Context: an optimization exercise on an open-source flow, tuned for small area. The choices shown serve that exercise and are no tape-out recipe.
Only simulation tests tie the RTL to the original design; equivalence was not proved.
No activity file was given, so power comes from the tool's default toggle rates.

Design ALU_TOP, start of the top module:
module ALU_TOP #(parameter width = 16)(
    input [width - 1:0] A,
    input [width - 1:0] B,
    input [3:0] ALU_FUN,
    input clk,rst,
    output  [width - 1:0] Arith_OUT,
    output  Carry_OUT,
    output  Arith_Flag,
    output  [width - 1:0] Logic_OUT,
    output  Logic_Flag,
    output  [width - 1:0] CMP_OUT,
    output  CMP_Flag,
    output  [width - 1:0] Shift_OUT,
    output  Shift_Flag
    );
wire [3:0] enables;
wire A_lt_B, A_eq_B;
decoder d0 (ALU_FUN[3:2],enables);
ARITHMATIC_UNIT #(width) d1 (A,B,ALU_FUN,clk,rst,enables[3],Arith_OUT,Carry_OUT,Arith_Flag,A_lt_B,A_eq_B);
Logic_Unit #(width) d2 (A,B,ALU_FUN[1:0],clk,rst,enables[2],Logic_OUT,Logic_Flag);
CMP_Unit #(width) d3 (ALU_FUN[1:0],A_lt_B,A_eq_B,clk,rst,enables[1],CMP_OUT,CMP_Flag);
Shift_Unit #(width) d4 (A,B,ALU_FUN[1:0],clk,rst,enables[0],Shift_OUT,Shift_Flag);
endmodule
==> flow/config.mk <==
export PLATFORM = sky130hd
export DESIGN_NAME = ALU_TOP
export DESIGN_NICKNAME = ALU_TOP
export VERILOG_FILES = /design/flow/design.v
export SDC_FILE = /design/flow/constraint.sdc
export NUM_CORES = 4
export LEC_CHECK = 0
export CAP_MARGIN = 20
export CORE_MARGIN = 2
export CORE_UTILIZATION = 40
export GPL_TIMING_DRIVEN = 0
export SLEW_MARGIN = 20
==> flow/constraint.sdc <==
create_clock -name core_clock -period 33.0 [get_ports {clk}]
set_input_delay 6.6000 -clock core_clock [delete_from_list [all_inputs] [get_ports {clk}]]
set_output_delay 6.6000 -clock core_clock [all_outputs]
set_load 0.01 [all_outputs]
standard.sh (not shown) runs the stock make flow with config.mk's settings and CLKGATE_MAP_FILE= SYNTH_SCRIPT=/design/flow/synth_recipe.tcl, a recipe that flattens the netlist after the stock synthesis.
==> flow/flow/run.sh <==
#!/bin/bash
# Own layout flow: the standard flow (standard.sh) with two changes:
#  - synthesis uses flow/my_synth.tcl, which is synth_recipe.tcl plus one step that
#    maps the hm_* gate modules of ARITH_ARRAY onto the matching sky130 cells
#    (flow/hm_map.v) before Yosys's synth, so ABC keeps the array's carry chains;
#  - BUFFER_PORTS_ARGS (if set below) picks the port buffer cell.
# Each tool's full output goes to the ORFS logs under orfs/logs/, and the make
# output to flow_make.log in this folder.
set -euo pipefail
HERE=$(pwd)
export HM_MAP=$HERE/flow/hm_map.v
sed "s#SYNTH_SCRIPT=[^ ]*#SYNTH_SCRIPT=$HERE/flow/my_synth.tcl#" standard.sh > my_standard.sh
grep -q "SYNTH_SCRIPT=$HERE/flow/my_synth.tcl" my_standard.sh
ARGS=()
if [ -f flow/buffer_ports_args ]; then ARGS+=("BUFFER_PORTS_ARGS=$(cat flow/buffer_ports_args)"); fi
bash my_standard.sh "${ARGS[@]}" finish > flow_make.log 2>&1
Other scripts of this flow, unchanged in this note and not shown: flow/flow/buffer_ports_args, flow/flow/hm_map.v, flow/flow/my_synth.tcl
The baseline finished clean.
==> next run, changes <==
Settings changed: GPL_TIMING_DRIVEN 0 to default, PLACE_DENSITY from default to 0.75, SETUP_SLACK_MARGIN from default to -1.0.
Result: Total power decreases by roughly a tenth; hold slack improved by 0.14 ns; design area decreases by a little under a tenth; global-route usage decreases by 1.1 points.


Starting RTL as in the previous note.
## ALU_TOP
module ALU_TOP #(parameter width = 16)(
    input [width - 1:0] A,
    input [width - 1:0] B,
    input [3:0] ALU_FUN,
    input clk,rst,
    output  [width - 1:0] Arith_OUT,
    output  Carry_OUT,
    output  Arith_Flag,
    output  [width - 1:0] Logic_OUT,
    output  Logic_Flag,
    output  [width - 1:0] CMP_OUT,
    output  CMP_Flag,
    output  [width - 1:0] Shift_OUT,
    output  Shift_Flag
    );
Settings: LEC_CHECK=0, CAP_MARGIN=20, CORE_MARGIN=2, CORE_UTILIZATION=60, GPL_TIMING_DRIVEN=0, SLEW_MARGIN=20; clock period 33.0 ns.
==> flow/flow/buffer_ports_args <==
-buffer_cell sky130_fd_sc_hd__buf_1
==> flow/flow/hm_map.v <==
module hm_nand2 (A, B, Y);
  input A, B;
  output Y;
  sky130_fd_sc_hd__nand2_1 _TECHMAP_REPLACE_ (.A(A), .B(B), .Y(Y));
endmodule

module hm_nor2 (A, B, Y);
  input A, B;
  output Y;
  sky130_fd_sc_hd__nor2_1 _TECHMAP_REPLACE_ (.A(A), .B(B), .Y(Y));
endmodule

module hm_xor2 (A, B, X);
  input A, B;
  output X;
  sky130_fd_sc_hd__xor2_1 _TECHMAP_REPLACE_ (.A(A), .B(B), .X(X));
endmodule

module hm_xnor2 (A, B, Y);
  input A, B;
  output Y;
  sky130_fd_sc_hd__xnor2_1 _TECHMAP_REPLACE_ (.A(A), .B(B), .Y(Y));
endmodule

module hm_a21oi (A1, A2, B1, Y);
  input A1, A2, B1;
  output Y;
  sky130_fd_sc_hd__a21oi_1 _TECHMAP_REPLACE_ (.A1(A1), .A2(A2), .B1(B1), .Y(Y));
endmodule

module hm_o21ai (A1, A2, B1, Y);
  input A1, A2, B1;
  output Y;
  sky130_fd_sc_hd__o21ai_1 _TECHMAP_REPLACE_ (.A1(A1), .A2(A2), .B1(B1), .Y(Y));
endmodule

module hm_inv (A, Y);
  input A;
  output Y;
  sky130_fd_sc_hd__inv_1 _TECHMAP_REPLACE_ (.A(A), .Y(Y));
endmodule

module hm_mux2i (A0, A1, S, Y);
  input A0, A1, S;
  output Y;
  sky130_fd_sc_hd__mux2i_1 _TECHMAP_REPLACE_ (.A0(A0), .A1(A1), .S(S), .Y(Y));
endmodule
==> flow/flow/my_synth.tcl <==
# Standard synthesis (synth_recipe.tcl) with one extra step: before Yosys's synth
# command, the small gate modules hm_* of ARITH_ARRAY are replaced by the
# matching sky130 cells (flow/hm_map.v), so that ABC keeps the array's structure.
set ::hm_done 0
proc synth {args} {
  if {!$::hm_done} {
    set ::hm_done 1
    yosys techmap -map $::env(HM_MAP)
  }
  yosys synth -nofsm -noshare {*}$args
}
source $::env(SCRIPTS_DIR)/synth.tcl
# left out here: clear keep_hierarchy, flatten, clean up, hide names made inside functions, write 1_2_yosys.v
Scripts as last shown in full above: flow/flow/run.sh
The starting point finished clean.
==> next run, changes <==
Settings changed: CORE_UTILIZATION 60 to 40, GPL_TIMING_DRIVEN 0 to not set, SETUP_SLACK_MARGIN set to -1.0.
Combinational power shrinks by 12%.
Setup slack gains 0.34 ns.
Worst hold slack is better by 0.17 ns.
Design area drops by 6.6%.
Power fell by 10%.
Cell count goes up by 2.3%.
==> next run, changes <==
Settings changed: SETUP_SLACK_MARGIN -1.0 to not set.
After rerunning: Clock power rises by about 2%; wire length hardly moves; design area rises by 3.7%; sequential power hardly moves; sequential cell count does not change; global-route usage hardly moves; worst hold slack gets worse by 0.015 ns; maximum frequency rises by 2.6%; via count rises by 0.40%.
==> next run, changes <==
removed: flow/flow/buffer_ports_args
After rerunning:
- setup slack loses 0.21 ns
- cell area increases by 4.2%
- first-iteration DRC count is lower by 9.9%
- combinational power barely changes
- area after synthesis stays the same
- clock-buffer cell count increases by 1
- wire length goes up by 3.0%

## re-timing with driven ports
How much do the figures lean on ideal ports? The routed layouts below were timed once more, with nothing changed but the port constraints. Step 1 assumes that a clkbuf_16 drives the clock port and a buf_2 every other input. Step 2 times the ports against the registers' clock, not the clock port: input delays grow and output delays shrink by t, the midpoint of the rising clock arrivals with the driver on. Slacks: no drivers / after step 1 / after step 2; pairs: no drivers / after step 1.
run | t (ns) | slack for setup (ns) | worst setup path at the end | worst register clock-pin slew, ns
the first run of note 1 | 0.318 | 1.166 / 1.170 / 0.852 | input to register | 0.07 / 0.07
the second run of note 1 | 0.329 | 1.140 / 1.154 / 0.825 | input to register | 0.07 / 0.07
the first run of note 2 | 0.328 | 0.927 / 0.940 / 0.613 | input to register | 0.07 / 0.07
the second run of note 2 | 0.315 | 1.263 / 1.256 / 0.942 | input to register | 0.07 / 0.07
the third run of note 2 | 0.322 | 2.068 / 2.072 / 1.750 | input to register | 0.07 / 0.07
the fourth run of note 2 | 0.322 | 1.858 / 1.857 / 1.535 | input to register | 0.08 / 0.08
After both steps setup and hold are still met in every run listed. For the fourth run of note 2, which loses most, drivers alone change the setup slack by -0.001 ns; drivers and shift together by -0.323 ns.
